Context: an optimization exercise on an open-source flow, tuned for small area and a short achievable clock period. The choices shown serve that exercise and are no tape-out recipe. In this exercise RTL edits were held to simulation tests only and were not proved equivalent to the original. Power is estimated from default activity; no workload was simulated.

## design/flow/flow/run.sh

```bash
#!/bin/bash
# The standard layout, with the resizer asked to overfix setup: repair_timing
# keeps working on paths until their slack is SETUP_SLACK_MARGIN.
export SETUP_SLACK_MARGIN=9
bash standard.sh > standard.log 2>&1
```

## design/flow/standard.sh

```bash
#!/bin/bash
# synth_recipe.tcl (not shown) runs the flow's synth.tcl, then flattens the netlist and writes it again
# the make line also repeats each setting of config.mk as NAME=value (left out here)
make -C /OpenROAD-flow-scripts/flow DESIGN_CONFIG=/design/flow/config.mk WORK_HOME=/design/flow/orfs CLKGATE_MAP_FILE= SYNTH_SCRIPT=/design/flow/synth_recipe.tcl "${@:-finish}"
```

## design/flow/config.mk

```make
export PLATFORM = sky130hd
export DESIGN_NAME = riscv_top
export DESIGN_NICKNAME = riscv_top
export VERILOG_FILES = /design/flow/design.v
export SDC_FILE = /design/flow/constraint.sdc
export NUM_CORES = 4
export LEC_CHECK = 0
export CAP_MARGIN = 20
export CORE_MARGIN = 2
export CORE_UTILIZATION = 30
export PLACE_DENSITY = 0.5
export SLEW_MARGIN = 20
```

## design/flow/constraint.sdc

```tcl
create_clock -name core_clock -period 14.0 [get_ports {clk}]
set_input_delay 2.8000 -clock core_clock [delete_from_list [all_inputs] [get_ports {clk}]]
set_output_delay 2.8000 -clock core_clock [all_outputs]
set_load 0.01 [all_outputs]
```

## design/flow/design.v

```verilog
module riscv_top(
    input           clk,
    input           rst,
    input   [31:0]  Instruction,
    input   [31:0]  mem_data_in,
    output  [31:0]  mem_data_out,
    output  [31:0]  mem_address_out,
    output  [31:0]  PC,
    output          mem_we,
    output  [1:0]   mem_Write_Strobe_out
    );
reg  [31:0] pc_q;
reg         id_v;            
reg  [31:0] id_ir;
reg  [31:0] id_pc;
reg  [31:0] id_r1, id_r2;    
reg         id_isS, id_isL, id_isB, id_isJALR, id_isJAL, id_isAUIPC, id_isLUI;
reg         id_regw, id_muxb, id_immS, id_immU;
reg         id_arith, id_sub, id_xor, id_or, id_and, id_sll, id_srl, id_slt;
reg  [1:0]  id_ws;
reg         pm_ex1, pm_ex2, pm_mem1, pm_mem2, pm_wb1, pm_wb2;
reg         st_v, st_b;
reg  [31:0] ex_a, ex_b, ex_c;
reg         ex_arith, ex_sub, ex_xor, ex_or, ex_and, ex_sll, ex_srl, ex_slt;
reg  [4:0]  ex_rd;
reg         ex_regw, ex_memw, ex_load;
reg  [4:0]  ex_rs2;
reg  [1:0]  ex_ws;
reg         ex_uns, ex_link;
reg  [31:0] mem_fu;
reg  [31:0] mem_c;
reg  [4:0]  mem_rd;
reg         mem_regw, mem_memw, mem_load;
reg  [4:0]  mem_rs2;
reg  [1:0]  mem_ws;
reg         mem_uns, mem_link;
reg         ms_fu;           
reg  [3:0]  ms_b0;           
reg  [3:1]  ms_b1;           
reg  [3:0]  ms_s1;           
reg         ms_w;            
reg  [3:0]  ms_s2;           
reg  [31:0] wb_din;
reg  [4:0]  wb_rd;
reg         wb_regw;
reg  [31:0] rf [1:31];
reg  [31:1] rf_v;
wire [31:0] fi   = Instruction;
wire [6:0]  f_op = fi[6:0];
wire [2:0]  f_f3 = fi[14:12];
wire f_isR     = f_op == 7'b0110011;
wire f_isI     = f_op == 7'b0010011;
wire f_isS     = f_op == 7'b0100011;
wire f_isL     = f_op == 7'b0000011;
wire f_isB     = f_op == 7'b1100011;
wire f_isJALR  = f_op == 7'b1100111;
wire f_isJAL   = f_op == 7'b1101111;
wire f_isAUIPC = f_op == 7'b0010111;
wire f_isLUI   = f_op == 7'b0110111;
wire f_alu     = f_isR | f_isI;
wire f_slt     = f_alu & (f_f3 == 3'b010 | f_f3 == 3'b011);
wire f_xor     = f_alu & (f_f3 == 3'b100);
wire f_or      = f_alu & (f_f3 == 3'b110);
wire f_and     = f_alu & (f_f3 == 3'b111);
wire f_sll     = f_alu & (f_f3 == 3'b001);
wire f_srl     = f_alu & (f_f3 == 3'b101);
wire f_sub     = (f_isR & f_f3 == 3'b000 & fi[30]) | f_isB;
wire f_arith   = ~(f_slt | f_xor | f_or | f_and | f_sll | f_srl);
reg [1:0] f_ws;
always @(*) begin
    if (f_isS)
        f_ws = (f_f3 == 3'b000) ? 2'b00 : (f_f3 == 3'b001) ? 2'b01 : 2'b10;
    else
        f_ws = (f_f3[1:0] == 2'b00) ? 2'b00 : (f_f3 == 3'b010) ? 2'b10 : 2'b01;
end
wire [31:0] ir = id_ir;
wire [2:0]  f3 = ir[14:12];
wire isB     = id_v & id_isB;
wire jump    = id_v & (id_isJAL | id_isJALR);
wire bj      = isB | jump;
wire [4:0] rs1u = id_isLUI ? 5'd0 : ir[19:15];
wire [4:0] rs2u = ir[24:20];
wire [4:0] rd   = ir[11:7];
reg [31:0] imm;
always @(*) begin
    if (id_immS)
        imm = {{21{ir[31]}}, ir[30:25], ir[11:7]};
    else if (id_isB)
        imm = {{20{ir[31]}}, ir[7], ir[30:25], ir[11:8], 1'b0};
    else if (id_immU)
        imm = {ir[31:12], 12'd0};
    else if (id_isJAL)
        imm = {11'd0, ir[31], ir[19:12], ir[20], ir[30:21], 1'b0};
    else
        imm = {{21{ir[31]}}, ir[30:20]};
end
wire        wb_we  = wb_regw & (wb_rd != 5'd0);
function [31:0] rf_read;
    input [4:0] a;
    integer k;
    begin
        rf_read = 32'd0;
        for (k = 1; k < 32; k = k + 1)
            if (a == k && rf_v[k]) rf_read = rf_read | rf[k];
    end
endfunction
wire [4:0]  f_rs1 = f_isLUI ? 5'd0 : fi[19:15];
wire [4:0]  f_rs2 = fi[24:20];
wire [31:0] if_r1 = (wb_we && wb_rd == f_rs1) ? wb_din : rf_read(f_rs1);
wire [31:0] if_r2 = (wb_we && wb_rd == f_rs2) ? wb_din : rf_read(f_rs2);
wire [31:0] hd_r1 = (wb_we && wb_rd == rs1u) ? wb_din : id_r1;
wire [31:0] hd_r2 = (wb_we && wb_rd == rs2u) ? wb_din : id_r2;
wire [31:0] r1 = pm_wb1 ? wb_din : id_r1;
wire [31:0] r2 = pm_wb2 ? wb_din : id_r2;
integer j;
always @(posedge clk) begin
    if (wb_we) rf[wb_rd] <= wb_din;
end
always @(posedge clk or negedge rst) begin
    if (!rst)
        rf_v <= 31'd0;
    else
        for (j = 1; j < 32; j = j + 1)
            if (wb_we && wb_rd == j) rf_v[j] <= 1'b1;
end
wire [7:0] lane0 = mem_data_in[7:0];
wire [7:0] lane1 = mem_data_in[15:8];
wire [7:0] lane2 = mem_data_in[23:16];
wire [7:0] lane3 = mem_data_in[31:24];
wire [3:0] sgn   = {mem_data_in[31], mem_data_in[23], mem_data_in[15], mem_data_in[7]};
wire [7:0] bd0 = ({8{ms_b0[0]}} & lane0) | ({8{ms_b0[1]}} & lane1)
               | ({8{ms_b0[2]}} & lane2) | ({8{ms_b0[3]}} & lane3);
wire [7:0] bd1 = ({8{ms_b1[1]}} & lane1) | ({8{ms_b1[2]}} & lane2) | ({8{ms_b1[3]}} & lane3)
               | {8{|(ms_s1 & sgn)}};
wire [15:0] bd2 = ({16{ms_w}} & {lane3, lane2}) | {16{|(ms_s2 & sgn)}};
wire [31:0] mem_busd = ({32{ms_fu}} & mem_fu) | {bd2, bd1, bd0};
wire stall    = id_v ? st_v : st_b;
wire ex_fw    = ex_regw & (ex_rd != 5'd0);
wire mem_fw   = mem_regw & (mem_rd != 5'd0);
wire fc1 = bj & pm_mem1;
wire fc2 = bj & pm_mem2;
wire [31:0] c_o   = fc1 ? r2 : r1;
wire e_eq  = r1 == r2;
wire e_lt  = $signed(r1) < $signed(r2);
wire e_ltu = r1 < r2;
wire l_eq  = mem_busd == c_o;
wire l_lt  = $signed(mem_busd) < $signed(c_o);
wire l_ltu = mem_busd < c_o;
reg c_eq, c_lt, c_ltu;       
always @(*) begin
    case ({fc1, fc2})
        2'b11:   begin c_eq = 1'b1; c_lt = 1'b0;            c_ltu = 1'b0;             end
        2'b10:   begin c_eq = l_eq; c_lt = l_lt;            c_ltu = l_ltu;            end
        2'b01:   begin c_eq = l_eq; c_lt = ~(l_lt | l_eq);  c_ltu = ~(l_ltu | l_eq);  end
        default: begin c_eq = e_eq; c_lt = e_lt;            c_ltu = e_ltu;            end
    endcase
end
reg cond;
always @(*) begin
    case (f3)
        3'b000: cond = c_eq;
        3'b001: cond = ~c_eq;
        3'b100, 3'b010: cond = c_lt;
        3'b101: cond = ~c_lt;
        3'b110, 3'b011: cond = c_ltu;
        default: cond = ~c_ltu;
    endcase
end
wire        taken  = (isB & cond) | jump;
wire [31:0] target_r = (id_isJALR ? r1 : id_pc) + imm;
wire [31:0] target_m = mem_busd + imm;
wire [31:0] target   = (id_isJALR & fc1) ? target_m : target_r;
wire [31:0] ex_res;
wire [31:0] fa = pm_ex1 ? ex_res : pm_mem1 ? mem_busd : r1;
wire [31:0] fb = pm_ex2 ? ex_res : pm_mem2 ? mem_busd : r2;
wire       bub     = stall | ~id_v;
wire [4:0] n_rs1   = stall ? rs1u : f_rs1;
wire [4:0] n_rs2   = stall ? rs2u : f_rs2;
wire       n_bj    = stall ? (id_isB | id_isJAL | id_isJALR) : (f_isB | f_isJAL | f_isJALR);
wire       n_ex_fw = ~bub & id_regw & (rd != 5'd0);
wire       n_ex_ld = ~bub & id_isL;
wire       n_ex1   = n_ex_fw & (rd == n_rs1);
wire       n_ex2   = n_ex_fw & (rd == n_rs2);
wire [31:0] bx  = ex_b ^ {32{ex_sub}};
wire [31:0] sum = ex_a + bx + {31'd0, ex_sub};
function [31:0] rev32;
    input [31:0] x;
    integer k;
    begin
        for (k = 0; k < 32; k = k + 1) rev32[k] = x[31-k];
    end
endfunction
wire [31:0] sh_in  = ex_srl ? rev32(ex_a) : ex_a;
wire [31:0] sh_out = sh_in << ex_b[4:0];
wire [31:0] shl    = ex_srl ? rev32(sh_out) : sh_out;
assign ex_res = ({32{ex_arith}} & sum)
              | ({32{ex_xor}}   & (ex_a ^ ex_b))
              | ({32{ex_or}}    & (ex_a | ex_b))
              | ({32{ex_and}}   & (ex_a & ex_b))
              | ({32{ex_sll | ex_srl}} & shl)
              | {31'd0, ex_slt};
wire [1:0] ea = ex_res[1:0];
wire e_b  = ex_load & (ex_ws == 2'b00);
wire e_h  = ex_load & (ex_ws == 2'b01);
wire e_w  = ex_load & (ex_ws == 2'b10) & (ea == 2'd0);
wire e_sg = ~ex_uns;
wire [3:0] e_lane = {ea == 2'd3, ea == 2'd2, ea == 2'd1, ea == 2'd0};
wire [3:0] n_b0 = ({4{e_b}} & e_lane) | ({4{e_h}} & {1'b0, e_lane[2:0]}) | {3'b000, e_w};
wire [3:1] n_b1 = ({3{e_h}} & e_lane[2:0]) | {2'b00, e_w};
wire [3:0] n_s1 = {4{e_b & e_sg}} & e_lane;
wire [3:0] n_s2 = ({4{e_b & e_sg}} & e_lane) | ({4{e_h & e_sg}} & {e_lane[2:0], 1'b0});
assign PC                   = pc_q;
assign mem_address_out      = mem_fu;
assign mem_we               = mem_memw;
assign mem_Write_Strobe_out = mem_ws;
assign mem_data_out         = (wb_rd != 5'd0 && mem_rs2 == wb_rd) ? wb_din : mem_c;
always @(posedge clk or negedge rst) begin
    if (!rst) begin
        pc_q     <= 32'd0;
        id_v     <= 1'b0;
        pm_ex1   <= 1'b0; pm_ex2 <= 1'b0; pm_mem1 <= 1'b0; pm_mem2 <= 1'b0;
        pm_wb1   <= 1'b0; pm_wb2 <= 1'b0; st_v <= 1'b0; st_b <= 1'b0;
        ex_arith <= 1'b0; ex_sub <= 1'b0; ex_xor <= 1'b0; ex_or <= 1'b0;
        ex_and   <= 1'b0; ex_sll <= 1'b0; ex_srl <= 1'b0; ex_slt <= 1'b0;
        ex_rd    <= 5'd0; ex_regw <= 1'b0; ex_memw <= 1'b0; ex_load <= 1'b0;
        mem_fu   <= 32'd0;
        mem_rd   <= 5'd0; mem_regw <= 1'b0; mem_memw <= 1'b0;
        wb_rd    <= 5'd0; wb_regw <= 1'b0;
    end else begin
        if (!stall) begin
            pc_q <= taken ? target : pc_q + 32'd4;
            id_v <= ~taken;
        end
        if (stall || !id_v) begin
            ex_arith <= 1'b0; ex_sub <= 1'b0; ex_xor <= 1'b0; ex_or <= 1'b0;
            ex_and   <= 1'b0; ex_sll <= 1'b0; ex_srl <= 1'b0; ex_slt <= 1'b0;
            ex_rd    <= 5'd0; ex_regw <= 1'b0; ex_memw <= 1'b0; ex_load <= 1'b0;
        end else begin
            ex_arith <= id_arith; ex_sub <= id_sub; ex_xor <= id_xor; ex_or <= id_or;
            ex_and   <= id_and;   ex_sll <= id_sll; ex_srl <= id_srl; ex_slt <= id_slt & cond;
            ex_rd    <= rd; ex_regw <= id_regw; ex_memw <= id_isS; ex_load <= id_isL;
        end
        pm_ex1   <= n_ex1;
        pm_ex2   <= n_ex2;
        pm_mem1  <= ex_fw & (ex_rd == n_rs1);
        pm_mem2  <= ex_fw & (ex_rd == n_rs2);
        pm_wb1   <= mem_fw & (mem_rd == n_rs1);
        pm_wb2   <= mem_fw & (mem_rd == n_rs2);
        st_v     <= (n_ex_ld & (rd == n_rs1 | rd == n_rs2)) | (n_bj & (n_ex1 | n_ex2));
        st_b     <= n_ex_ld & (rd == 5'd0);
        mem_fu   <= ex_res;
        mem_rd   <= ex_rd; mem_regw <= ex_regw; mem_memw <= ex_memw;
        wb_rd    <= mem_rd; wb_regw <= mem_regw;
    end
end
always @(posedge clk) begin
    if (!stall) begin
        id_ir      <= fi;
        id_pc      <= pc_q;
        id_r1      <= if_r1;
        id_r2      <= if_r2;
        id_isS     <= f_isS;
        id_isL     <= f_isL;
        id_isB     <= f_isB;
        id_isJALR  <= f_isJALR;
        id_isJAL   <= f_isJAL;
        id_isAUIPC <= f_isAUIPC;
        id_isLUI   <= f_isLUI;
        id_regw    <= ~(f_isS | f_isB);
        id_muxb    <= f_isI | f_isS | f_isL | f_isJAL | f_isLUI;
        id_immS    <= f_isS;
        id_immU    <= f_isAUIPC | f_isLUI;
        id_arith   <= f_arith;
        id_sub     <= f_sub;
        id_xor     <= f_xor;
        id_or      <= f_or;
        id_and     <= f_and;
        id_sll     <= f_sll;
        id_srl     <= f_srl;
        id_slt     <= f_slt;
        id_ws      <= f_ws;
    end else begin
        id_r1      <= hd_r1;
        id_r2      <= hd_r2;
    end
    ex_a    <= (id_isAUIPC | id_isJAL) ? id_pc : fa;
    ex_b    <= id_muxb ? imm : fb;
    ex_c    <= id_isS ? fb : id_isAUIPC ? target_r : pc_q;
    ex_rs2  <= rs2u;
    ex_ws   <= id_ws;
    ex_uns  <= f3[2];
    ex_link <= id_isAUIPC | id_isJAL | id_isJALR;
    mem_c    <= ex_c;
    ms_fu    <= ~ex_load;
    ms_b0    <= n_b0;
    ms_b1    <= n_b1;
    ms_s1    <= n_s1;
    ms_w     <= e_w;
    ms_s2    <= n_s2;
    mem_load <= ex_load;
    mem_rs2  <= ex_rs2;
    mem_ws   <= ex_ws;
    mem_uns  <= ex_uns;
    mem_link <= ex_link;
    wb_din   <= mem_link ? mem_c : mem_busd;
end
endmodule
```

==> results.toml, run 1 <==
[route]
vias_per_cell = 6.61
ant_nets = 0
wirelength_mm = 402
vias = 64511
drc_errors = 0
drt_iter0_markers = 12800
wire_per_inst_um = 41.2
first_pass_iters = 10

[logic_synthesis]
yosys-top-cells-count = "edfxtp_1 (1133), a22oi_1 (459), clkbuf_1 (383)"
seq_area_frac_synth_pct = 56.9
synth.distinct_cells = 88
async_flop_share_pct = 9.12
netlist.area_leader.share_pct = 46.9
synth_flop_cell = "edfxtp_1"
synth_area_leaders = "edfxtp_1 (47%), dfxtp_1 (5.3%), a22oi_1 (4.8%)"
synth_top_area_cell = "edfxtp_1"
yosysMostFrequentCell = "edfxtp_1"
synth_area_sq_um = 72500
netlist_instances = 6070
synth_edf_count = 1133
synth.net_count = 6364
syn_avg_cell_area_sq_um = 11.9
synth-seq-cells = 1459
yosysWarnings = 1

[setup_path]
startpoint_type = "input pin"
arrival_ns = 7.19
endpoint_kind = "flip-flop"
path_class = "in -> reg"
worst_ep_required_time_ns = 14.72
cp_max_fo = 7

[global_route]
grt_pass1_wl_mm = 527
grt_max_degree = 73
overflow = 0
track_usage_pct = 31.3
antenna_found_initial = 51
grt_pass1_vias = 60087

[timing]
finClkSkew_ns = 0.112
fmax_mhz = 155
setup_viol = 0
period_share_pct = 46.2
rsz0062_at_grt = "yes"
hold_ws_ns = 0.291
timing_worst_slew_pin_value_ns = 1.28
hold_viol = 0
drv_slew = 0
setup_slack_ns = 7.53
fin_tns_setup_ns = 0
period_needed_ns = 6.47
slew-limit-headroom_pct = 14.4

[job]
drv_cap = 0

[clocking]
cts.clk_slew.worst_paths_ns = 0.06
cts_buffers = 162
cts_root_buf = "clkbuf_16"
cts.sinks = 1459
htreeDepth = 4
cts_tree = "built"
insertion_delay_ns = 0.89
clk_path_buf_depth = 3
ctsHoldBuffers = 0

[placement]
pre_cts_slack_ns = 5.01
place.gp.congestion = 1.00
place_inst = 9166
numPortBuffers = 164
dp_hpwl_mm = 245

[hold_path]
hold_path_class = "reg -> reg"

[layout]
drive_gt1_share_pct = 22.1
fillers = 22947
area_growth_pct = 24.4
nets = 6714
fin_cells = 9757
multi_input_area_sq_um = 31700
regArea_sq_um = 41300

[die]
die_height_um = 496
die_area_sq_um = 246000
die_w_um = 496
core_sq_um = 240000
rows = 180
start_util_pct = 30.2
io_pins = 165

[outcome]
outcome = "timing/DRC/antenna clean"

[power]
p_per_area_nw_per_um2 = 187
p_total_w = 0.0168
peakVddDrop_mv = 0.151
p_leak_nw = 32.3
==> flip-flops by register name, indices dropped and copies added, names as in the netlist, 4 cells and up <==
signal	flops
rf	992
mem_fu	32
id_ir	25
ms_s2	4
ex_rd	5
id_r2	32
ex_a	32
ex_rs2	5
wb_rd	5
wb_din	32
mem_rs2	5
mem_rd	5
id_pc	32
ms_b0	4
ex_c	32
ex_b	32
rf_v	31
mem_c	32
pc_q	32
id_r1	32
==> kinds of logic (layout without fill, tap and decap cells) <==
family	after synthesis	in the layout	share of synthesized area (%)
mux	302	302	4.97
buf+inv	616	1098	3.25
fa+ha+maj	228	228	3.97
flops	1459	1459	56.9
xor+xnor	158	158	1.91
compound gates	1958	1958	19.9
simple gates	1349	1350	9.20
other cells	0	19	0
==> repair_timing <==
item                                   CTS  global route
buffers inserted                       150           101
setup endpoints to repair              163           142
gates resized for setup                720           262
cloned                                  15             8
endpoints found under the hold margin    0             0
pin swaps                              112           156
==> critical path, stage by stage <==
cell and delay [ns]:
buf_12 0.10, buf_4 0.13, a22oi_2 0.15, and3_4 0.26, buf_4 0.13, and3_4 0.24, inv_2 0.08, ha_1 0.30
nand3_2 0.10, nor2_1 0.06, a221o_1 0.33, and3_4 0.22, o31a_1 0.27, or3_4 0.38, o2111a_1 0.13, a311o_2 0.38
a311oi_4 0.28, buf_4 0.17, buf_12 0.13, nor2_4 0.09, buf_6 0.19, a211o_1 0.24
==> cell type report <==
type                       count  share of cell area [%]
sequential                  1459                    45.8
clock buffer                 194                    4.77
timing repair buffer         631                    7.63
clock inverter               103                    1.46
tap                         3185                    4.42
inverter                     170                   0.722
multi-input combinational   3996                    35.2
antenna                       19                  0.0527
==> through the flow <==
step | area [sq um] | util [%]
final | 90200 | 37.5
after global routing | 90100 | 37.5
after CTS | 87900 | 36.6
after detailed placement | 78500 | 32.6
after global placement | 78400 | 32.6
after floorplan | 72900 | -
==> final timing paths <==
check	from	endpoint	slack, ns	cells after the start
min in group asynchronous	rst	ex_xor	2.01	1
max reg2reg	pm_wb2	pc_q[29]	8.05	16
min reg2reg	ex_c[28]	mem_c[28]	0.29	0
max	mem_data_in[31]	pc_q[26]	7.53	22
max in group asynchronous	rst	pm_ex1	10.46	2
min	ex_c[28]	mem_c[28]	0.29	0
==> metal layers <==
layer | vias to the layer above | share of wire (%) | GRT usage [%]
li1 | 24898 | - | -
met1 | 31688 | 36 | 38.5
met2 | 6170 | 42 | 46.4
met3 | 1719 | 14 | 10.6
met4 | 36 | 8.5 | 20.9
met5 | - | 0.079 | 0.193
==> report_power, final <==
part	total, W	internal, W	leakage, nW	switching, W
Combinational	0.00586	0.00209	15.8	0.00377
Clock	0.00453	0.00256	2.71	0.00197
Sequential	0.00643	0.00567	13.8	0.000767
Total	0.0168	0.0103	32.3	0.00651
==> placed cells by master (no fill, tap or decap), drive strengths merged, types with 43 or more instances in the layout <==
master	count
edfxtp	1133
buf	500
a22oi	459
nand2	366
a21oi	283
nor2	280
a221oi	267
o21ai	252
a22o	241
ha	225
clkbuf	205
dfxtp	193
inv	176
nand4	165
mux2	151
dfrtp	133
mux2i	120
nand3	111
nor3	104
clkdlybuf4s50	93
and3	93
xor2	83
xnor2	75
a211oi	74
clkinv	73
a222oi	66
a21o	61
nor2b	46
or2	43
==> run 2: changes to the inputs <==
==> design/flow/run.sh (new file) <==
#!/bin/bash
# synth_recipe.tcl (not shown) runs the flow's synth.tcl, then flattens the netlist and writes it again
# the make line also repeats each setting of config.mk as NAME=value (left out here)
make -C /OpenROAD-flow-scripts/flow DESIGN_CONFIG=/design/flow/config.mk WORK_HOME=/design/flow/orfs CLKGATE_MAP_FILE= SYNTH_SCRIPT=/design/flow/synth_recipe.tcl finish
--- a/design/flow/config.mk
+++ b/design/flow/config.mk
@@ -7,6 +7,7 @@
 export LEC_CHECK = 0
 export CAP_MARGIN = 20
 export CORE_MARGIN = 2
-export CORE_UTILIZATION = 30
-export PLACE_DENSITY = 0.5
+export CORE_UTILIZATION = 55
+export PLACE_DENSITY = 0.65
+export SETUP_SLACK_MARGIN = 5
 export SLEW_MARGIN = 20
removed: design/flow/flow/run.sh
removed: design/flow/standard.sh
==> run 2 against run 1 <==
Net effect: hold slack better by 0.0038 ns; wire length down 15%; synthesized cell count unchanged; clock power down 4%; non-clock buffer count down 275; cell area down 9.3%; via count down 1.5%; sequential power down 2%.
==> results.toml, run 2 <==
[outcome]
outcome = "timing/DRC/antenna clean"

[setup_path]
worst-r2r-cell-count = 16
reg2reg_slack_ns = 7.25
cp_max_fo = 17
arrival_ns = 9.33
endpoint = "pc_q[4]"
worst_ep_required_time_ns = 14.69
r2r-start = "pm_mem1"
path_class = "in -> reg"
endpoint_kind = "flip-flop"
r2r_end = "pc_q[4]"
startpoint_type = "input pin"
critPathLaunch = "mem_data_in[31]"

[logic_synthesis]
synth_area_leaders = "edfxtp_1 (47%), dfxtp_1 (5.3%), a22oi_1 (4.8%)"
yosys-top-cells-count = "edfxtp_1 (1133), a22oi_1 (459), clkbuf_1 (383)"
syn_avg_cell_area_sq_um = 11.9
async_flop_share_pct = 9.12
yosysWarnings = 1
synth_flop_cell = "edfxtp_1"
synth.distinct_cells = 88
netlist.area_leader.share_pct = 46.9
synth_edf_count = 1133
synth.net_count = 6364
synth_area_sq_um = 72500
netlist_instances = 6070
synth-seq-cells = 1459
seq_area_frac_synth_pct = 56.9
yosysMostFrequentCell = "edfxtp_1"
synth_top_area_cell = "edfxtp_1"

[die]
die_w_um = 367
start_util_pct = 55.3
die_height_um = 367
io_pins = 165
core_sq_um = 131000
die_area_sq_um = 135000
rows = 133

[global_route]
grt_pass1_vias = 58753
grt_max_degree = 89
overflow = 0
track_usage_pct = 49.4
grt_pass1_wl_mm = 464
antenna_found_initial = 25

[power]
p_per_area_nw_per_um2 = 194
pwr-share-clk_pct = 27.4
comb_power_share_pct = 32.8
p_leak_nw = 29.5
sw_frac_of_total_pct = 37.4
peakVddDrop_mv = 0.131
power.internal_w = 0.00993
switching_power_w = 0.00594
seq_power_share_pct = 39.8

[layout]
utilization_pct = 62.4
area_growth_pct = 12.8
fin_cells = 8037
final_cell_mix = "edfxtp_1 (1133), a22oi_1 (459), nand2_1 (364)"
final_common_cell = "edfxtp_1"
drive_gt1_share_pct = 12.5
regMostFlops = "rf"
largest_reg_flops = 992
nets = 6429

[clocking]
cts_tree = "built"
cts.clk_slew.worst_paths_ns = 0.06
clk_path_buf_depth = 3
cts_buffers = 153
post_cts_buffers = 0
cts.sinks = 1459
cts_root_buf = "clkbuf_16"
insertion_delay_ns = 0.81
ctsHoldBuffers = 0
cts_resized = 0
htreeDepth = 4

[timing]
slew-limit-headroom_pct = 18.8
period_needed_ns = 8.63
fmax_mhz = 116
setup_viol = 0
fin_tns_setup_ns = 0
timing_worst_slew_pin_value_ns = 1.20
period_share_pct = 61.7
drv_slew = 0
finClkSkew_ns = 0.0577
hold_viol = 0
rsz0062_at_grt = "no"

[route]
ant_nets = 0
vias = 63567
drc_errors = 0
wire_per_inst_um = 42.6
drt_iter0_markers = 14844
vias_per_cell = 7.91
wirelength_mm = 342
first_pass_iters = 13

[hold_path]
worstHoldPathCells = 0
hold_path_class = "reg -> reg"

[placement]
place_inst = 7735
dp_hpwl_mm = 210
place.gp.congestion = 1.06
numPortBuffers = 164

[job]
drv_cap = 0
## run 2: worst min-delay path by stage
stage,from,to
6_report,ex_c[28],mem_c[28]
3_3_place_gp,ex_rs2[0],mem_rs2[0]
3_5_place_dp,ex_c[1],mem_c[1]
4_1_cts,ex_c[28],mem_c[28]
5_1_grt,ex_c[28],mem_c[28]
2_1_floorplan,ex_c[0],mem_c[0]
## run 2: worst max-delay path: stages
cell and delay (ns):
clkdlybuf4s50_1 0.54, a22oi_1 0.22, nand3_1 0.58, a221oi_1 0.94
inv_1 0.23, ha_1 0.41, nand4_1 0.21, nor4_1 0.55
and3_1 0.29, nor4_1 0.07, or3_1 0.35, a41o_1 0.27
a211oi_1 0.49, a311o_1 0.85, o21ai_0 0.18, a211o_1 0.33
## run 2: kinds of logic after synthesis
logic type / share of synthesized area (%)
AOI/OAI and AO/OA: 19.9
xor gates and xnor gates: 1.91
adders and majority gates: 3.97
buffers and inverters: 3.25
DFF: 56.9
muxes: 4.97
and+or+nand+nor: 9.20
## run 2: stage by stage
stage	hold slack, ns	cell area [sq um]	setup slack [ns]	power, W
floorplan	0.310	72500	7.13	0.00890
global placement	0.310	76400	4.82	0.0112
CTS	0.288	81700	5.60	0.0155
detailed placement	0.312	76400	4.77	0.0113
global route	0.305	81700	5.07	0.0162
finish	0.295	81800	5.37	0.0159
## run 2: power by group through the flow
stage | combinational, W | clock, W | sequential [W]
4_1_cts | 0.00494 | 0.00432 | 0.00626
3_3_place_gp | 0.00489 | 0 | 0.00635
5_1_grt | 0.00542 | 0.00450 | 0.00632
6_report | 0.00521 | 0.00435 | 0.00631
2_1_floorplan | 0.00263 | 0 | 0.00627
3_5_place_dp | 0.00492 | 0 | 0.00635
## run 2: cell type report
class	instances	area [sq um]
fill	10421	49400
timing repair buffer	356	3080
sequential	1459	41200
multi-input combinational	3995	29300
antenna	19	47.5
tap	1755	2200
inverter	170	641
clock inverter	91	1230
clock buffer	192	4060
## run 2: metal layers
layer | track usage, % | vias up | part of all wire [%]
met4 | 27.6 | 24 | 7.3
met5 | 0.463 | - | 0.073
met1 | 65.5 | 30655 | 35
met3 | 24.2 | 1619 | 19
met2 | 65.5 | 7019 | 39
li1 | - | 24250 | -
==> run 3: changes to the inputs <==
--- a/design/flow/design.v
+++ b/design/flow/design.v
@@ -9,7 +9,9 @@
     output          mem_we,
     output  [1:0]   mem_Write_Strobe_out
     );
-reg  [31:0] pc_q;
+reg  [31:0] pc_s, pc_t, pc_m;
+reg         sel_t, sel_m;
+wire [31:0] pc_q = sel_m ? pc_m : sel_t ? pc_t : pc_s;
 reg         id_v;            
 reg  [31:0] id_ir;
 reg  [31:0] id_pc;
@@ -169,7 +171,6 @@
 wire        taken  = (isB & cond) | jump;
 wire [31:0] target_r = (id_isJALR ? r1 : id_pc) + imm;
 wire [31:0] target_m = mem_busd + imm;
-wire [31:0] target   = (id_isJALR & fc1) ? target_m : target_r;
 wire [31:0] ex_res;
 wire [31:0] fa = pm_ex1 ? ex_res : pm_mem1 ? mem_busd : r1;
 wire [31:0] fb = pm_ex2 ? ex_res : pm_mem2 ? mem_busd : r2;
@@ -216,7 +217,9 @@
 assign mem_data_out         = (wb_rd != 5'd0 && mem_rs2 == wb_rd) ? wb_din : mem_c;
 always @(posedge clk or negedge rst) begin
     if (!rst) begin
-        pc_q     <= 32'd0;
+        pc_s     <= 32'd0;
+        sel_t    <= 1'b0;
+        sel_m    <= 1'b0;
         id_v     <= 1'b0;
         pm_ex1   <= 1'b0; pm_ex2 <= 1'b0; pm_mem1 <= 1'b0; pm_mem2 <= 1'b0;
         pm_wb1   <= 1'b0; pm_wb2 <= 1'b0; st_v <= 1'b0; st_b <= 1'b0;
@@ -227,10 +230,11 @@
         mem_rd   <= 5'd0; mem_regw <= 1'b0; mem_memw <= 1'b0;
         wb_rd    <= 5'd0; wb_regw <= 1'b0;
     end else begin
-        if (!stall) begin
-            pc_q <= taken ? target : pc_q + 32'd4;
+        pc_s  <= stall ? pc_q : pc_q + 32'd4;
+        sel_t <= ~stall & taken & ~(id_isJALR & fc1);
+        sel_m <= ~stall & jump & id_isJALR & fc1;
+        if (!stall)
             id_v <= ~taken;
-        end
         if (stall || !id_v) begin
             ex_arith <= 1'b0; ex_sub <= 1'b0; ex_xor <= 1'b0; ex_or <= 1'b0;
             ex_and   <= 1'b0; ex_sll <= 1'b0; ex_srl <= 1'b0; ex_slt <= 1'b0;
@@ -291,6 +295,8 @@
     ex_uns  <= f3[2];
     ex_link <= id_isAUIPC | id_isJAL | id_isJALR;
     mem_c    <= ex_c;
+    pc_t     <= target_r;
+    pc_m     <= target_m;
     ms_fu    <= ~ex_load;
     ms_b0    <= n_b0;
     ms_b1    <= n_b1;
==> design/flow/flow/run.sh (new file) <==
#!/bin/bash
# The standard layout, with the resizer asked to overfix setup: repair_timing
# keeps working on paths until their slack is SETUP_SLACK_MARGIN.
export SETUP_SLACK_MARGIN=9
bash standard.sh > standard.log 2>&1
==> design/flow/standard.sh (new file) <==
#!/bin/bash
# synth_recipe.tcl (not shown) runs the flow's synth.tcl, then flattens the netlist and writes it again
# the make line also repeats each setting of config.mk as NAME=value (left out here)
make -C /OpenROAD-flow-scripts/flow DESIGN_CONFIG=/design/flow/config.mk WORK_HOME=/design/flow/orfs CLKGATE_MAP_FILE= SYNTH_SCRIPT=/design/flow/synth_recipe.tcl "${@:-finish}"
--- a/design/flow/config.mk
+++ b/design/flow/config.mk
@@ -7,7 +7,6 @@
 export LEC_CHECK = 0
 export CAP_MARGIN = 20
 export CORE_MARGIN = 2
-export CORE_UTILIZATION = 55
-export PLACE_DENSITY = 0.65
-export SETUP_SLACK_MARGIN = 5
+export CORE_UTILIZATION = 30
+export PLACE_DENSITY = 0.5
 export SLEW_MARGIN = 20
removed: design/flow/run.sh
==> run 3 against run 2 <==
Net effect: largest power group unchanged; synthesized area up 1.6%; cell area increased by 11%; die area rose by 85%; highest routed layer unchanged; global-route usage decreased by 18 points; count of clock-buffer cells in the layout rose by 16; wire length is 21% higher; clock skew is 0.017 ns higher; power rose by 8.1%; register-to-register slack better by 1.8 ns; first-iteration DRC count fell by 13%.
==> results.toml, run 3 <==
[power]
switching_power_w = 0.00653
comb_power_share_pct = 34.9
seq_power_share_pct = 38.7
peakVddDrop_mv = 0.124
p_per_area_nw_per_um2 = 189
pwr-share-clk_pct = 26.4
sw_frac_of_total_pct = 38.0
power.internal_w = 0.0106
p_leak_nw = 32.4

[placement]
numPortBuffers = 164
place.gp.congestion = 1.01
place_area_sq_um = 80300
dp_hpwl_mm = 241

[route]
drc_errors = 0
vias = 65116
ant_nets = 0
wire_per_inst_um = 42.3
drt_iter0_markers = 12972
wirelength_mm = 414
vias_per_cell = 6.65
first_pass_iters = 11

[clocking]
insertion_delay_ns = 0.85
clk_path_buf_depth = 3
cts.sinks = 1525
cts_root_buf = "clkbuf_16"
cts.clk_slew.worst_paths_ns = 0.06
ctsHoldBuffers = 0
cts_tree = "built"
htreeDepth = 4
cts_buffers = 162

[logic_synthesis]
syn_avg_cell_area_sq_um = 12.1
netlist_instances = 6077
synth_area_sq_um = 73600
synth.net_count = 6371
synth_flop_cell = "edfxtp_1"
yosysWarnings = 1
yosys-top-cells-count = "edfxtp_1 (1133), a22oi_1 (484), nand2_1 (356)"
synth_edf_count = 1133
yosysMostFrequentCell = "edfxtp_1"
netlist.area_leader.share_pct = 46.2
synth.distinct_cells = 95
synth_top_area_cell = "edfxtp_1"
async_flop_share_pct = 8.85
seq_area_frac_synth_pct = 57.8
synth-seq-cells = 1525
synth_area_leaders = "edfxtp_1 (46%), dfxtp_1 (7.0%), a22oi_1 (4.9%)"

[hold_path]
hold_path_class = "reg -> reg"
min_from = "ex_c[23]"
worstHoldPathCells = 0
min_to = "mem_c[23]"

[setup_path]
cp_top_family = "buffers and inverters"
r2r_end = "ex_c[31]"
worst-r2r-cell-count = 15
r2r-start = "id_immS"
startpoint_type = "flip-flop"
slowest_stage = "dfrtp_1"
worstPathCellList = "buf_8 -> or2_4 -> nor2_4 -> nand2_2 -> nand4_1 -> buf_12 -> buf_16 -> buf_8 -> mux2_4 -> buf_6"
reg2reg_slack_ns = 9.00
cpMostUsedCell = "buf_8"
path_class = "reg -> out"
cp_num_buf_inv = 5
arrival_ns = 2.90
worst_path_largest_cell_delay_ns = 0.39
worst_ep_required_time_ns = 11.20
endpoint_kind = "output pin"
cp_max_fo = 7

[timing]
fmax_mhz = 176
period_share_pct = 40.7
drv_slew = 0
fin_tns_setup_ns = 0
period_needed_ns = 5.70
rsz0062_at_grt = "yes"
hold_viol = 0
timing_worst_slew_pin_value_ns = 1.25
slew-limit-headroom_pct = 16.9
finClkSkew_ns = 0.0746
setup_viol = 0

[die]
die_w_um = 499
die_area_sq_um = 249000
start_util_pct = 30.2
core_sq_um = 244000
die_height_um = 499
io_pins = 165
rows = 181

[job]
drv_cap = 0

[layout]
fin_area_sq_um = 90700
utilization_pct = 37.2
final_common_cell = "edfxtp_1"
area_growth_pct = 23.2
nets = 6734
drive_gt1_share_pct = 22.9
largest_reg_flops = 992
fillers = 23404
final_cell_mix = "edfxtp_1 (1133), a22oi_1 (437), nand2_1 (341)"
regMostFlops = "rf"

[global_route]
overflow = 0
grt_pass1_vias = 60909
track_usage_pct = 31.8
grt_pass1_wl_mm = 544
antenna_found_initial = 30
grt_max_degree = 65

[outcome]
outcome = "timing/DRC/antenna clean"
run 3: cell count changes after synthesis, moves of 14 or more:
cell,previous run,this run
o21ai_0,241,207
a22oi_1,459,484
xnor2_1,75,103
a31oi_1,25,50
dfxtp_1,193,257
buf_1,47,66
mux2i_1,120,134
clkbuf_1,383,336
a221oi_1,267,247
a22o_1,241,221
o2111ai_1,3,17
run 3: worst max-delay path by stage:
stage                                from          endpoint  slack [ns]  depth (start not counted)
after floorplan           mem_data_in[23]              id_v        8.18                         16
after global placement    mem_data_in[31]              id_v        5.95                         16
after detailed placement  mem_data_in[31]              id_v        5.96                         16
after CTS                        wb_rd[1]  mem_data_out[23]        8.33                         10
after global routing             wb_rd[1]  mem_data_out[21]        8.26                         10
final                            wb_rd[1]  mem_data_out[23]        8.30                         10
run 3: layout make-up:
| class | instances | area [sq um] | share of cell area (%) |
|---|---|---|---|
| diodes | 13 | 32.5 | 0.0359 |
| clock inverters | 92 | 1020 | 1.12 |
| clock buffers | 208 | 4390 | 4.84 |
| inverters | 171 | 678 | 0.747 |
| multi-input cells | 3964 | 31700 | 34.9 |
| repair buffers | 616 | 6340 | 6.99 |
| flip-flops and latches | 1525 | 42600 | 46.9 |
| well taps | 3202 | 4010 | 4.42 |
run 3: kinds of logic after synthesis:
| kind of cell | after synthesis | share of synthesized area [%] |
|---|---|---|
| XOR/XNOR | 187 | 2.22 |
| flip-flops | 1525 | 57.8 |
| AND/OR/NAND/NOR | 1324 | 8.81 |
| buffers and inverters | 597 | 3.14 |
| multiplexers | 320 | 5.23 |
| AO/OA/AOI/OAI | 1896 | 18.9 |
| adder cells (fa/ha/maj) | 228 | 3.90 |
run 3: per-layer routing:
layer | up-vias | share of wire (%) | track usage [%]
li1 | 24830 | - | -
met1 | 32324 | 35 | 37.7
met2 | 6149 | 43 | 47.5
met3 | 1781 | 13 | 11.5
met4 | 32 | 9.2 | 23.2
met5 | - | 0.084 | 0.0965
run 3: power groups by stage:
stage	clock network, W	logic (W)	registers [W]
after floorplan	0	0.00268	0.00651
after global placement	0	0.00518	0.00666
after detailed placement	0	0.00519	0.00666
after CTS	0.00452	0.00571	0.00660
after global routing	0.00470	0.00621	0.00666
final	0.00453	0.00599	0.00665
run 3: what timing repair did:
item / 4_1_cts / 5_1_grt
pin swaps: 128 / 58
setup buffers: 184 / 53
endpoints found under the setup margin: 182 / 131
cloned: 19 / 4
gates resized for setup: 886 / 117
run 3: stage by stage:
stage | hold WS (ns) | instances | setup WS, ns | total power [W]
after floorplan | 0.310 | 6077 | 8.18 | 0.00919
after global placement | 0.312 | 9217 | 5.95 | 0.0118
after detailed placement | 0.312 | 9217 | 5.96 | 0.0118
after CTS | 0.278 | 9720 | 8.33 | 0.0168
after global routing | 0.288 | 9779 | 8.26 | 0.0176
final | 0.284 | 9791 | 8.30 | 0.0172
==> run 4: changes to the inputs <==
--- a/design/flow/design.v
+++ b/design/flow/design.v
@@ -33,7 +33,6 @@
 reg  [31:0] mem_c;
 reg  [4:0]  mem_rd;
 reg         mem_regw, mem_memw, mem_load;
-reg  [4:0]  mem_rs2;
 reg  [1:0]  mem_ws;
 reg         mem_uns, mem_link;
 reg         ms_fu;           
@@ -157,17 +156,20 @@
         default: begin c_eq = e_eq; c_lt = e_lt;            c_ltu = e_ltu;            end
     endcase
 end
-reg cond;
-always @(*) begin
-    case (f3)
-        3'b000: cond = c_eq;
-        3'b001: cond = ~c_eq;
-        3'b100, 3'b010: cond = c_lt;
-        3'b101: cond = ~c_lt;
-        3'b110, 3'b011: cond = c_ltu;
-        default: cond = ~c_ltu;
+function cond_of;
+    input [2:0] f;
+    input eq, lt, ltu;
+    case (f)
+        3'b000: cond_of = eq;
+        3'b001: cond_of = ~eq;
+        3'b100, 3'b010: cond_of = lt;
+        3'b101: cond_of = ~lt;
+        3'b110, 3'b011: cond_of = ltu;
+        default: cond_of = ~ltu;
     endcase
-end
+endfunction
+wire cond   = cond_of(f3, c_eq, c_lt, c_ltu);
+wire cond_e = cond_of(f3, e_eq, e_lt, e_ltu);
 wire        taken  = (isB & cond) | jump;
 wire [31:0] target_r = (id_isJALR ? r1 : id_pc) + imm;
 wire [31:0] target_m = mem_busd + imm;
@@ -210,11 +212,12 @@
 wire [3:1] n_b1 = ({3{e_h}} & e_lane[2:0]) | {2'b00, e_w};
 wire [3:0] n_s1 = {4{e_b & e_sg}} & e_lane;
 wire [3:0] n_s2 = ({4{e_b & e_sg}} & e_lane) | ({4{e_h & e_sg}} & {e_lane[2:0], 1'b0});
+wire [31:0] n_wb_din = mem_link ? mem_c : mem_busd;
 assign PC                   = pc_q;
 assign mem_address_out      = mem_fu;
 assign mem_we               = mem_memw;
 assign mem_Write_Strobe_out = mem_ws;
-assign mem_data_out         = (wb_rd != 5'd0 && mem_rs2 == wb_rd) ? wb_din : mem_c;
+assign mem_data_out         = mem_c;
 always @(posedge clk or negedge rst) begin
     if (!rst) begin
         pc_s     <= 32'd0;
@@ -241,7 +244,7 @@
             ex_rd    <= 5'd0; ex_regw <= 1'b0; ex_memw <= 1'b0; ex_load <= 1'b0;
         end else begin
             ex_arith <= id_arith; ex_sub <= id_sub; ex_xor <= id_xor; ex_or <= id_or;
-            ex_and   <= id_and;   ex_sll <= id_sll; ex_srl <= id_srl; ex_slt <= id_slt & cond;
+            ex_and   <= id_and;   ex_sll <= id_sll; ex_srl <= id_srl; ex_slt <= id_slt & cond_e;
             ex_rd    <= rd; ex_regw <= id_regw; ex_memw <= id_isS; ex_load <= id_isL;
         end
         pm_ex1   <= n_ex1;
@@ -294,7 +297,7 @@
     ex_ws   <= id_ws;
     ex_uns  <= f3[2];
     ex_link <= id_isAUIPC | id_isJAL | id_isJALR;
-    mem_c    <= ex_c;
+    mem_c    <= (ex_memw && mem_rd != 5'd0 && ex_rs2 == mem_rd) ? n_wb_din : ex_c;
     pc_t     <= target_r;
     pc_m     <= target_m;
     ms_fu    <= ~ex_load;
@@ -304,10 +307,9 @@
     ms_w     <= e_w;
     ms_s2    <= n_s2;
     mem_load <= ex_load;
-    mem_rs2  <= ex_rs2;
     mem_ws   <= ex_ws;
     mem_uns  <= ex_uns;
     mem_link <= ex_link;
-    wb_din   <= mem_link ? mem_c : mem_busd;
+    wb_din   <= n_wb_din;
 end
 endmodule
--- a/design/flow/config.mk
+++ b/design/flow/config.mk
@@ -7,6 +7,6 @@
 export LEC_CHECK = 0
 export CAP_MARGIN = 20
 export CORE_MARGIN = 2
-export CORE_UTILIZATION = 30
-export PLACE_DENSITY = 0.5
+export CORE_UTILIZATION = 45
+export PLACE_DENSITY = 0.6
 export SLEW_MARGIN = 20
==> run 4 against run 3 <==
Net effect: non-clock buffer count is 42 lower; clock power hardly changed; sequential power is 2% higher; hold slack better by 0.044 ns; cell area is 2.8% lower; power is 0.45% lower; synthesized cell count is 1.0% higher; cell count is 10% lower; sequential share of layout area is 1.2 points higher; via count is 0.34% higher; critical path depth is 7 higher; first-iteration DRC count is 7.5% higher; critical path type is now in -> reg; highest routed layer unchanged.
==> results.toml, run 4 <==
[timing]
period_share_pct = 41.1
fmax_mhz = 174
hold_viol = 0
timing_worst_slew_pin_value_ns = 1.32
finClkSkew_ns = 0.0701
slew-limit-headroom_pct = 11.5
setup_viol = 0
drv_slew = 0
fin_tns_setup_ns = 0
period_needed_ns = 5.76
rsz0062_at_grt = "yes"

[logic_synthesis]
muxShareOfSynthArea_pct = 5.06
synth.distinct_cells = 87
synth_top_family_by_area = "compound AO/OA/AOI/OAI gates"
yosysMostFrequentCell = "edfxtp_1"
synth_adder_area_share_pct = 3.89
synth_compound_area_share_pct = 19.1
async_flop_share_pct = 8.88
yosys-top-cells-count = "edfxtp_1 (1133), a22oi_1 (483), nand2_1 (376)"
syn_avg_cell_area_sq_um = 12.0
synth_area_sq_um = 73900
synth_xor_area_share_pct = 2.19
seq_area_frac_synth_pct = 57.5
netlist.area_leader.share_pct = 46.1
synth_area_leaders = "edfxtp_1 (46%), dfxtp_1 (6.8%), a22oi_1 (4.9%)"
synth_top_area_cell = "edfxtp_1"
synth_edf_count = 1133
yosysWarnings = 1
synth.net_count = 6434
netlist_instances = 6140
synth_simple_gate_area_share_pct = 9.16
synth_flop_cell = "edfxtp_1"
synth-seq-cells = 1520

[setup_path]
slowest_stage = "a221o_1"
startpoint_type = "input pin"
worst_path_largest_cell_delay_ns = 0.46
cpMostUsedCell = "buf_4"
endpoint_kind = "flip-flop"
worstPathCellList = "buf_8 -> a22oi_2 -> buf_4 -> nand3_4 -> buf_4 -> a221o_1 -> ha_1 -> nand3_1 -> nor2_1 -> nand2_1 -> a41oi_4 -> or4_4 -> a211o_1 -> buf_6 -> a41oi_2 -> a311o_1 -> a32oi_1"
worst_ep_required_time_ns = 14.72
cp_max_fo = 5
arrival_ns = 6.47
path_class = "in -> reg"

[outcome]
outcome = "timing/DRC/antenna clean"

[die]
die_height_um = 409
io_pins = 165
core_sq_um = 163000
die_w_um = 409
start_util_pct = 45.3
die_area_sq_um = 167000
rows = 148

[route]
ant_nets = 0
first_pass_iters = 14
drt_iter0_markers = 13939
wire_per_inst_um = 43.5
vias_per_cell = 7.45
drc_errors = 0
vias = 65340
wirelength_mm = 382

[placement]
place.gp.congestion = 1.06
place_area_sq_um = 78600
place_inst = 8244
numPortBuffers = 164
dp_hpwl_mm = 226

[layout]
final_cell_mix = "edfxtp_1 (1133), a22oi_1 (467), nand2_1 (363)"
nets = 6739
largest_reg_flops = 992
final_common_cell = "edfxtp_1"
regMostFlops = "rf"
fin_cells = 8771
fin_area_sq_um = 88200
drive_gt1_share_pct = 20.0
area_growth_pct = 19.4
fillers = 13710

[global_route]
overflow = 0
grt_max_degree = 67
track_usage_pct = 43.9
grt_pass1_wl_mm = 505
grt_pass1_vias = 60539
antenna_found_initial = 24

[clocking]
cts_root_buf = "clkbuf_16"
insertion_delay_ns = 0.84
cts_buffers = 162
clk_path_buf_depth = 3
htreeDepth = 4
cts.clk_slew.worst_paths_ns = 0.06
ctsHoldBuffers = 0
cts.sinks = 1520
cts_tree = "built"

[power]
peakVddDrop_mv = 0.143
p_total_w = 0.0171
p_leak_nw = 32.0
p_per_area_nw_per_um2 = 194

[job]
drv_cap = 0

[hold_path]
hold_path_class = "reg -> reg"
==> run 4: cell types whose count changed after synthesis, sizes merged, moves of 19 or more <==
cell    change
nand3      +27
nor2       +28
clkbuf     +30
nand2      +20
and2       -20
buf        -19
==> run 4: logic make-up after synthesis <==
kind of cell	count (synthesis)
compound gates	1912
flops	1520
simple gates	1392
buf+inv	605
mux	298
fa+ha+maj	228
xor+xnor	185
==> run 4: final timing paths <==
check	startpoint	end	slack, ns	cells past startpoint
worst max-delay path	mem_data_in[23]	sel_t	8.24	17
worst min-delay path	ex_link	mem_link	0.33	0
worst max register to register	ex_srl	ex_b[1]	8.87	9
worst min register to register	ex_link	mem_link	0.33	0
max in group asynchronous	rst	pm_wb1	10.24	3
min in group asynchronous	rst	mem_fu[22]	2.00	1
==> run 4: area by class of cell <==
cell class | count | area (sq um) | share of cell area, %
inverters | 168 | 646 | 0.732
well taps | 2175 | 2720 | 3.09
multi-input cells | 4019 | 31300 | 35.4
clock inverters | 95 | 1170 | 1.33
diodes | 18 | 45.0 | 0.0511
repair buffers | 574 | 5520 | 6.26
flip-flops and latches | 1520 | 42500 | 48.2
clock buffers | 202 | 4350 | 4.93
==> run 4: power by group <==
group	leakage, nW	internal, W	total [W]	switching, W
Sequential	14.3	0.00594	0.00680	0.000854
Combinational	15.1	0.00217	0.00579	0.00362
Clock	2.66	0.00258	0.00450	0.00192
==> run 4: metal layers <==
metal | track usage [%] | part of all wire [%]
met1 | 51.0 | 33
met2 | 64.3 | 42
met3 | 17.1 | 15
met4 | 35.8 | 11
met5 | 0.747 | 0.071
==> run 4: timing repair <==
action                                  CTS  global route
pin swaps                                78            63
gates resized for setup                 526           217
setup buffers                           121            76
endpoints found under the setup margin  136           107
gates cloned                              9             5
==> run 4: metrics by stage <==
stage | utilization, % | hold slack (ns) | worst slack, ns
detailed placement | 48.2 | 0.313 | 6.69
CTS | 53.2 | 0.327 | 8.31
global placement | 48.2 | 0.313 | 6.68
floorplan | - | 0.310 | 7.90
global route | 54.1 | 0.341 | 8.24
finish | 54.1 | 0.328 | 8.24
==> run 4: worst max-delay path, delay by kind of cell <==
family	cells	cell delay [ns]
buffers and inverters	4	0.55
AND/OR/NAND/NOR	5	0.93
adder cells (fa/ha/maj)	1	0.40
AO/OA/AOI/OAI	7	1.76
==> run 5: changes to the inputs <==
--- a/design/flow/config.mk
+++ b/design/flow/config.mk
@@ -7,6 +7,6 @@
 export LEC_CHECK = 0
 export CAP_MARGIN = 20
 export CORE_MARGIN = 2
-export CORE_UTILIZATION = 45
-export PLACE_DENSITY = 0.6
+export CORE_UTILIZATION = 30
+export PLACE_DENSITY = 0.5
 export SLEW_MARGIN = 20
==> run 5 against run 4 <==
Net effect: wire length grew 6.4%; maximum frequency grew 0.35%; cell count grew 12%; global-route usage shrank 13 points; hold slack gained 0.00054 ns; combinational power grew 3%; synthesized area is the same; first-iteration DRC count shrank 3.1%.
==> results.toml, run 5 <==
[route]
first_pass_iters = 13
wire_per_inst_um = 41.2
drc_errors = 0
drt_iter0_markers = 13508
vias = 66097
vias_per_cell = 6.71
ant_nets = 0
wirelength_mm = 406

[layout]
nets = 6770
regMostFlops = "rf"
drive_gt1_share_pct = 21.1
area_growth_pct = 22.9
fillers = 23663
final_cell_mix = "edfxtp_1 (1133), a22oi_1 (467), nand2_1 (364)"
largest_reg_flops = 992
fin_area_sq_um = 90800
final_common_cell = "edfxtp_1"

[timing]
hold_viol = 0
finClkSkew_ns = 0.0640
rsz0062_at_grt = "yes"
period_needed_ns = 5.74
setup_slack_ns = 8.26
period_share_pct = 41.0
timing_worst_slew_pin_value_ns = 1.25
fin_tns_setup_ns = 0
setup_viol = 0
fmax_mhz = 174
hold_ws_ns = 0.329
slew-limit-headroom_pct = 16.1
drv_slew = 0

[setup_path]
r2r-start = "id_isJALR"
endpoint_kind = "flip-flop"
cp_max_fo = 8
reg2reg_slack_ns = 8.87
worst-r2r-cell-count = 17
arrival_ns = 6.48
critPathLaunch = "mem_data_in[23]"
startpoint_type = "input pin"
worst_ep_required_time_ns = 14.74
r2r_end = "sel_t"
path_class = "in -> reg"

[logic_synthesis]
synth_top_area_cell = "edfxtp_1"
async_flop_share_pct = 8.88
syn_avg_cell_area_sq_um = 12.0
netlist.area_leader.share_pct = 46.1
yosysWarnings = 1
synth.net_count = 6434
yosys-top-cells-count = "edfxtp_1 (1133), a22oi_1 (483), nand2_1 (376)"
synth_area_sq_um = 73900
synth.distinct_cells = 87
synth_edf_count = 1133
yosysMostFrequentCell = "edfxtp_1"
synth_flop_cell = "edfxtp_1"
synth_area_leaders = "edfxtp_1 (46%), dfxtp_1 (6.8%), a22oi_1 (4.9%)"
seq_area_frac_synth_pct = 57.5
netlist_instances = 6140
synth-seq-cells = 1520

[placement]
pre_cts_slack_ns = 6.24
dp_hpwl_mm = 233
numPortBuffers = 164
place_area_sq_um = 79800
place.gp.congestion = 0.965

[die]
die_area_sq_um = 250000
die_height_um = 500
rows = 182
start_util_pct = 30.1
die_w_um = 500
core_sq_um = 245000
io_pins = 165

[clocking]
cts_root_buf = "clkbuf_16"
insertion_delay_ns = 0.86
cts.sinks = 1520
htreeDepth = 4
cts_tree = "built"
cts_buffers = 166
cts.clk_slew.worst_paths_ns = 0.06
clk_path_buf_depth = 3

[power]
p_leak_nw = 32.4
peakVddDrop_mv = 0.137
p_total_w = 0.0172
p_per_area_nw_per_um2 = 190

[job]
drv_cap = 0

[hold_path]
hold_path_class = "reg -> reg"
worstHoldPathCells = 0
min_to = "mem_link"
min_from = "ex_link"

[global_route]
grt_max_degree = 65
antenna_found_initial = 37
track_usage_pct = 30.6
grt_pass1_vias = 60599
overflow = 0
grt_pass1_wl_mm = 528

[outcome]
outcome = "timing/DRC/antenna clean"
## run 5: cell counts after synthesis
Identical to the previous run, type by type.
## run 5: cells by family (layout without fill, tap and decap cells)
| logic type | after synthesis | count (layout) | share of synthesized area (%) |
|---|---|---|---|
| buf+inv | 605 | 1074 | 3.16 |
| mux | 298 | 298 | 5.06 |
| xor+xnor | 185 | 185 | 2.19 |
| flops | 1520 | 1520 | 57.5 |
| fa+ha+maj | 228 | 228 | 3.89 |
| other cells | 0 | 21 | 0 |
| simple gates | 1392 | 1397 | 9.16 |
| compound gates | 1912 | 1912 | 19.1 |
## run 5: what timing repair did
| action | CTS | global route |
|---|---|---|
| setup endpoints to repair | 144 | 111 |
| gates cloned | 14 | 8 |
| pin swaps | 102 | 101 |
| hold buffers | 0 | 0 |
| resized for setup | 675 | 215 |
| buffers inserted | 159 | 66 |
## run 5: stage by stage
| step | utilization, % | std cells |
|---|---|---|
| after floorplan | - | 6140 |
| after global placement | 32.5 | 9280 |
| after detailed placement | 32.5 | 9281 |
| after CTS | 36.2 | 9760 |
| after global routing | 37.0 | 9835 |
| final | 37.0 | 9855 |
## run 5: layout make-up
| class | instances | area (sq um) | share of cell area [%] |
|---|---|---|---|
| clock inverters | 87 | 953 | 1.05 |
| clock buffers | 219 | 4610 | 5.08 |
| well taps | 3220 | 4030 | 4.44 |
| multi-input cells | 4020 | 31700 | 34.9 |
| diodes | 21 | 52.6 | 0.0579 |
| repair buffers | 600 | 6310 | 6.95 |
| flip-flops and latches | 1520 | 42500 | 46.8 |
| inverters | 168 | 666 | 0.733 |
## run 5: worst max-delay path: stages
cell     delay, ns
buf_8         0.10
a22oi_2       0.21
nand3_4       0.18
buf_12        0.20
a221o_2       0.39
ha_4          0.24
and4_4        0.18
a221o_1       0.34
a221o_2       0.43
or4_4         0.44
a211o_1       0.29
and2_1        0.15
a311o_1       0.30
a32oi_1       0.21
## run 5: where the power goes
group	leakage (nW)	switching (W)	internal (W)	total [W]
Combinational	15.4	0.00372	0.00223	0.00595
Sequential	14.3	0.000821	0.00594	0.00676
Clock	2.71	0.00198	0.00255	0.00453
## run 5: worst max-delay path by stage
stage	endpoint	cells past startpoint
floorplan	sel_t	13
global placement	sel_t	15
detailed placement	sel_t	15
CTS	sel_t	14
global route	sel_t	14
finish	sel_t	14
## run 5: per-layer routing
layer  vias up  GRT usage (%)  routed length (um)
li1      25080              -                   -
met1     32860           38.6              147000
met2      6392           45.2              169000
met3      1743           10.1               57000
met4        22           19.0               33800
met5         -         0.0965                 186
==> run 6: changes to the inputs <==
--- a/design/flow/design.v
+++ b/design/flow/design.v
@@ -9,13 +9,11 @@
     output          mem_we,
     output  [1:0]   mem_Write_Strobe_out
     );
-reg  [31:0] pc_s, pc_t, pc_m;
-reg         sel_t, sel_m;
-wire [31:0] pc_q = sel_m ? pc_m : sel_t ? pc_t : pc_s;
+reg  [31:0] pc_s, pc_t;
+reg         sel_t;
+wire [31:0] pc_q = sel_t ? pc_t : pc_s;
 reg         id_v;            
 reg  [31:0] id_ir;
-reg  [31:0] id_pc;
-reg  [31:0] id_r1, id_r2;    
 reg         id_isS, id_isL, id_isB, id_isJALR, id_isJAL, id_isAUIPC, id_isLUI;
 reg         id_regw, id_muxb, id_immS, id_immU;
 reg         id_arith, id_sub, id_xor, id_or, id_and, id_sll, id_srl, id_slt;
@@ -107,12 +105,8 @@
 endfunction
 wire [4:0]  f_rs1 = f_isLUI ? 5'd0 : fi[19:15];
 wire [4:0]  f_rs2 = fi[24:20];
-wire [31:0] if_r1 = (wb_we && wb_rd == f_rs1) ? wb_din : rf_read(f_rs1);
-wire [31:0] if_r2 = (wb_we && wb_rd == f_rs2) ? wb_din : rf_read(f_rs2);
-wire [31:0] hd_r1 = (wb_we && wb_rd == rs1u) ? wb_din : id_r1;
-wire [31:0] hd_r2 = (wb_we && wb_rd == rs2u) ? wb_din : id_r2;
-wire [31:0] r1 = pm_wb1 ? wb_din : id_r1;
-wire [31:0] r2 = pm_wb2 ? wb_din : id_r2;
+wire [31:0] r1 = pm_wb1 ? wb_din : rf_read(rs1u);
+wire [31:0] r2 = pm_wb2 ? wb_din : rf_read(rs2u);
 integer j;
 always @(posedge clk) begin
     if (wb_we) rf[wb_rd] <= wb_din;
@@ -171,7 +165,9 @@
 wire cond   = cond_of(f3, c_eq, c_lt, c_ltu);
 wire cond_e = cond_of(f3, e_eq, e_lt, e_ltu);
 wire        taken  = (isB & cond) | jump;
-wire [31:0] target_r = (id_isJALR ? r1 : id_pc) + imm;
+wire [31:0] id_pc    = pc_q - 32'd4;
+wire [31:0] target_p = id_pc + imm;
+wire [31:0] target_j = r1 + imm;
 wire [31:0] target_m = mem_busd + imm;
 wire [31:0] ex_res;
 wire [31:0] fa = pm_ex1 ? ex_res : pm_mem1 ? mem_busd : r1;
@@ -222,7 +218,6 @@
     if (!rst) begin
         pc_s     <= 32'd0;
         sel_t    <= 1'b0;
-        sel_m    <= 1'b0;
         id_v     <= 1'b0;
         pm_ex1   <= 1'b0; pm_ex2 <= 1'b0; pm_mem1 <= 1'b0; pm_mem2 <= 1'b0;
         pm_wb1   <= 1'b0; pm_wb2 <= 1'b0; st_v <= 1'b0; st_b <= 1'b0;
@@ -234,8 +229,7 @@
         wb_rd    <= 5'd0; wb_regw <= 1'b0;
     end else begin
         pc_s  <= stall ? pc_q : pc_q + 32'd4;
-        sel_t <= ~stall & taken & ~(id_isJALR & fc1);
-        sel_m <= ~stall & jump & id_isJALR & fc1;
+        sel_t <= ~stall & taken;
         if (!stall)
             id_v <= ~taken;
         if (stall || !id_v) begin
@@ -263,9 +257,6 @@
 always @(posedge clk) begin
     if (!stall) begin
         id_ir      <= fi;
-        id_pc      <= pc_q;
-        id_r1      <= if_r1;
-        id_r2      <= if_r2;
         id_isS     <= f_isS;
         id_isL     <= f_isL;
         id_isB     <= f_isB;
@@ -286,20 +277,16 @@
         id_srl     <= f_srl;
         id_slt     <= f_slt;
         id_ws      <= f_ws;
-    end else begin
-        id_r1      <= hd_r1;
-        id_r2      <= hd_r2;
     end
     ex_a    <= (id_isAUIPC | id_isJAL) ? id_pc : fa;
     ex_b    <= id_muxb ? imm : fb;
-    ex_c    <= id_isS ? fb : id_isAUIPC ? target_r : pc_q;
+    ex_c    <= id_isS ? fb : id_isAUIPC ? target_p : pc_q;
     ex_rs2  <= rs2u;
     ex_ws   <= id_ws;
     ex_uns  <= f3[2];
     ex_link <= id_isAUIPC | id_isJAL | id_isJALR;
     mem_c    <= (ex_memw && mem_rd != 5'd0 && ex_rs2 == mem_rd) ? n_wb_din : ex_c;
-    pc_t     <= target_r;
-    pc_m     <= target_m;
+    pc_t     <= ~id_isJALR ? target_p : fc1 ? target_m : target_j;
     ms_fu    <= ~ex_load;
     ms_b0    <= n_b0;
     ms_b1    <= n_b1;
==> design/flow/flow/run.sh (replaced) <==
#!/bin/bash
# The standard layout, with the resizer asked to overfix setup: repair_timing
# keeps working on paths until their slack is SETUP_SLACK_MARGIN.
export SETUP_SLACK_MARGIN=8.6
bash standard.sh > standard.log 2>&1
--- a/design/flow/config.mk
+++ b/design/flow/config.mk
@@ -7,6 +7,6 @@
 export LEC_CHECK = 0
 export CAP_MARGIN = 20
 export CORE_MARGIN = 2
-export CORE_UTILIZATION = 30
-export PLACE_DENSITY = 0.5
+export CORE_UTILIZATION = 45
+export PLACE_DENSITY = 0.6
 export SLEW_MARGIN = 20
==> run 6 against run 5 <==
Net effect: still clean; wire length down 7.9%; first-iteration DRC count grew 13%; synthesized area is 4.9% lower; count of clock-buffer cells in the layout is 12 lower; register-to-register slack worse by 0.71 ns; global-route usage rose by 14 points; combinational power is 9.6% lower; non-clock buffer count is 42 lower; cell area is 7.1% lower; critical endpoint is now id_v; largest cell class unchanged.
==> results.toml, run 6 <==
[setup_path]
worst-r2r-cell-count = 25
arrival_ns = 6.57
path_class = "reg -> reg"
reg2reg_slack_ns = 8.16
endpoint = "id_v"
startpoint_type = "flip-flop"
r2r_end = "id_v"
endpoint_kind = "flip-flop"
r2r-start = "id_isLUI"
critPathLaunch = "id_isLUI"
cp_max_fo = 12
worst_ep_required_time_ns = 14.73

[clocking]
insertion_delay_ns = 0.86
clk_path_buf_depth = 3
cts_buffers = 150
cts.clk_slew.worst_paths_ns = 0.07
cts_root_buf = "clkbuf_16"
htreeDepth = 4
cts.sinks = 1391
cts_tree = "built"

[logic_synthesis]
yosys-top-cells-count = "edfxtp_1 (1037), nand2_1 (449), a22oi_1 (391)"
syn_avg_cell_area_sq_um = 11.8
synth_flop_cell = "edfxtp_1"
synth_top_area_cell = "edfxtp_1"
synth_edf_count = 1037
netlist.area_leader.share_pct = 44.3
synth_area_leaders = "edfxtp_1 (44%), dfxtp_1 (6.3%), dfrtp_1 (4.8%)"
synth.distinct_cells = 107
yosysMostFrequentCell = "edfxtp_1"
synth_area_sq_um = 70300
netlist_instances = 5957
synth-seq-cells = 1391
synth.net_count = 6252
seq_area_frac_synth_pct = 55.4
async_flop_share_pct = 9.63
yosysWarnings = 1

[route]
vias = 64897
vias_per_cell = 7.66
ant_nets = 0
wirelength_mm = 374
drt_iter0_markers = 15289
first_pass_iters = 14
drc_errors = 0
wire_per_inst_um = 44.2

[timing]
period_share_pct = 41.7
hold_viol = 0
fin_tns_setup_ns = 0
rsz0062_at_grt = "yes"
setup_viol = 0
timing_worst_slew_pin_value_ns = 1.33
setup_slack_ns = 8.16
finClkSkew_ns = 0.0626
period_needed_ns = 5.84
fmax_mhz = 171
drv_slew = 0
slew-limit-headroom_pct = 11.1

[layout]
area_growth_pct = 20.1
final_cell_mix = "edfxtp_1 (1037), nand2_1 (433), a22oi_1 (375)"
fin_cells = 8469
final_common_cell = "edfxtp_1"
drive_gt1_share_pct = 19.2
utilization_pct = 54.2
nets = 6549
largest_reg_flops = 992
regMostFlops = "rf"

[die]
die_area_sq_um = 159000
start_util_pct = 45.1
core_sq_um = 156000
io_pins = 165
die_height_um = 399
die_w_um = 399
rows = 145

[global_route]
grt_pass1_wl_mm = 491
grt_pass1_vias = 59115
overflow = 0
grt_max_degree = 67
track_usage_pct = 45.1
antenna_found_initial = 42

[power]
p_leak_nw = 30.5
p_per_area_nw_per_um2 = 185
peakVddDrop_mv = 0.100

[placement]
place_inst = 7946
pre_cts_slack_ns = 6.38
place.gp.congestion = 1.04
dp_hpwl_mm = 221
numPortBuffers = 164

[job]
drv_cap = 0

[hold_path]
hold_path_class = "reg -> reg"

[outcome]
outcome = "timing/DRC/antenna clean"
-- run 6: cell types whose count changed after synthesis, moves of 37 or more --
cell / before / now
nand2_1: 376 / 449
buf_2: 11 / 63
a22oi_1: 483 / 391
a221oi_1: 246 / 320
nor2_1: 319 / 216
o21ai_0: 211 / 146
edfxtp_1: 1133 / 1037
clkbuf_1: 366 / 308
o21ai_1: 9 / 46
o32a_1: 1 / 42
a222oi_1: 72 / 25
-- run 6: power by group --
part	switching, W	internal [W]
combinational	0.00340	0.00199
clock	0.00182	0.00223
sequential	0.000813	0.00536
total	0.00602	0.00957
-- run 6: cells by family after synthesis --
| group | share of synthesized area, % |
|---|---|
| compound gates | 20.4 |
| xor+xnor | 2.55 |
| fa+ha+maj | 4.11 |
| buf+inv | 3.57 |
| flops | 55.4 |
| mux | 4.38 |
| simple gates | 9.62 |
-- run 6: worst min-delay path by stage --
stage	endpoint	cells after the start	slack (ns)	start
global route	mem_link	0	0.36	ex_link
detailed placement	mem_link	0	0.33	ex_link
global placement	mem_link	0	0.31	ex_link
floorplan	mem_link	0	0.31	ex_link
CTS	mem_link	0	0.34	ex_link
finish	mem_link	0	0.34	ex_link
-- run 6: area by class of cell --
cell class              instances  area (sq um)
fillers                     13184         71300
flip-flops and latches       1391         38900
multi-input cells            3940         31300
repair buffers                558          5720
clock buffers                 207          4170
well taps                    2058          2570
inverters                     213           812
clock inverters                72           762
diodes                         30          75.1
-- run 6: stage by stage --
step                power, W  instance area, sq um  hold WS, ns
floorplan            0.00849                 70600        0.310
global placement      0.0108                 74800        0.315
detailed placement    0.0108                 74800        0.328
CTS                   0.0151                 82700        0.341
global route          0.0159                 84300        0.355
finish                0.0156                 84400        0.337
-- run 6: critical path, cell delays in order (launching register included) --
cell       delay, ns
edfxtp_1        0.45
buf_4           0.20
clkbuf_16       0.18
nor3b_4         0.32
buf_4           0.28
and3_4          0.26
buf_4           0.39
a22o_1          0.19
a221oi_1        0.04
nand4_1         0.14
nor3_2          0.06
a21oi_1         0.16
buf_4           0.24
and2_1          0.26
a21oi_2         0.09
ha_1            0.34
nand2_1         0.06
o21ai_1         0.10
a211oi_2        0.25
o211ai_1        0.18
a211oi_2        0.31
mux2_4          0.34
o21a_1          0.21
o311ai_2        0.24
o21ai_2         0.11
nor4bb_4        0.30
-- run 6: per-layer routing --
layer	up-vias	global-route usage [%]	wire length (um)
met3	1904	21.8	68200
met2	7223	59.0	142000
met4	43	28.0	31300
met5	-	0.757	543
met1	31502	59.1	132000
li1	24225	-	-
-- run 6: repair_timing --
| action | in CTS | in global routing |
|---|---|---|
| hold buffers | 0 | 0 |
| setup endpoints to repair | 77 | 41 |
| setup buffers | 132 | 64 |
| pin swaps | 82 | 53 |
| resized for setup | 432 | 174 |
| cloned | 7 | 10 |
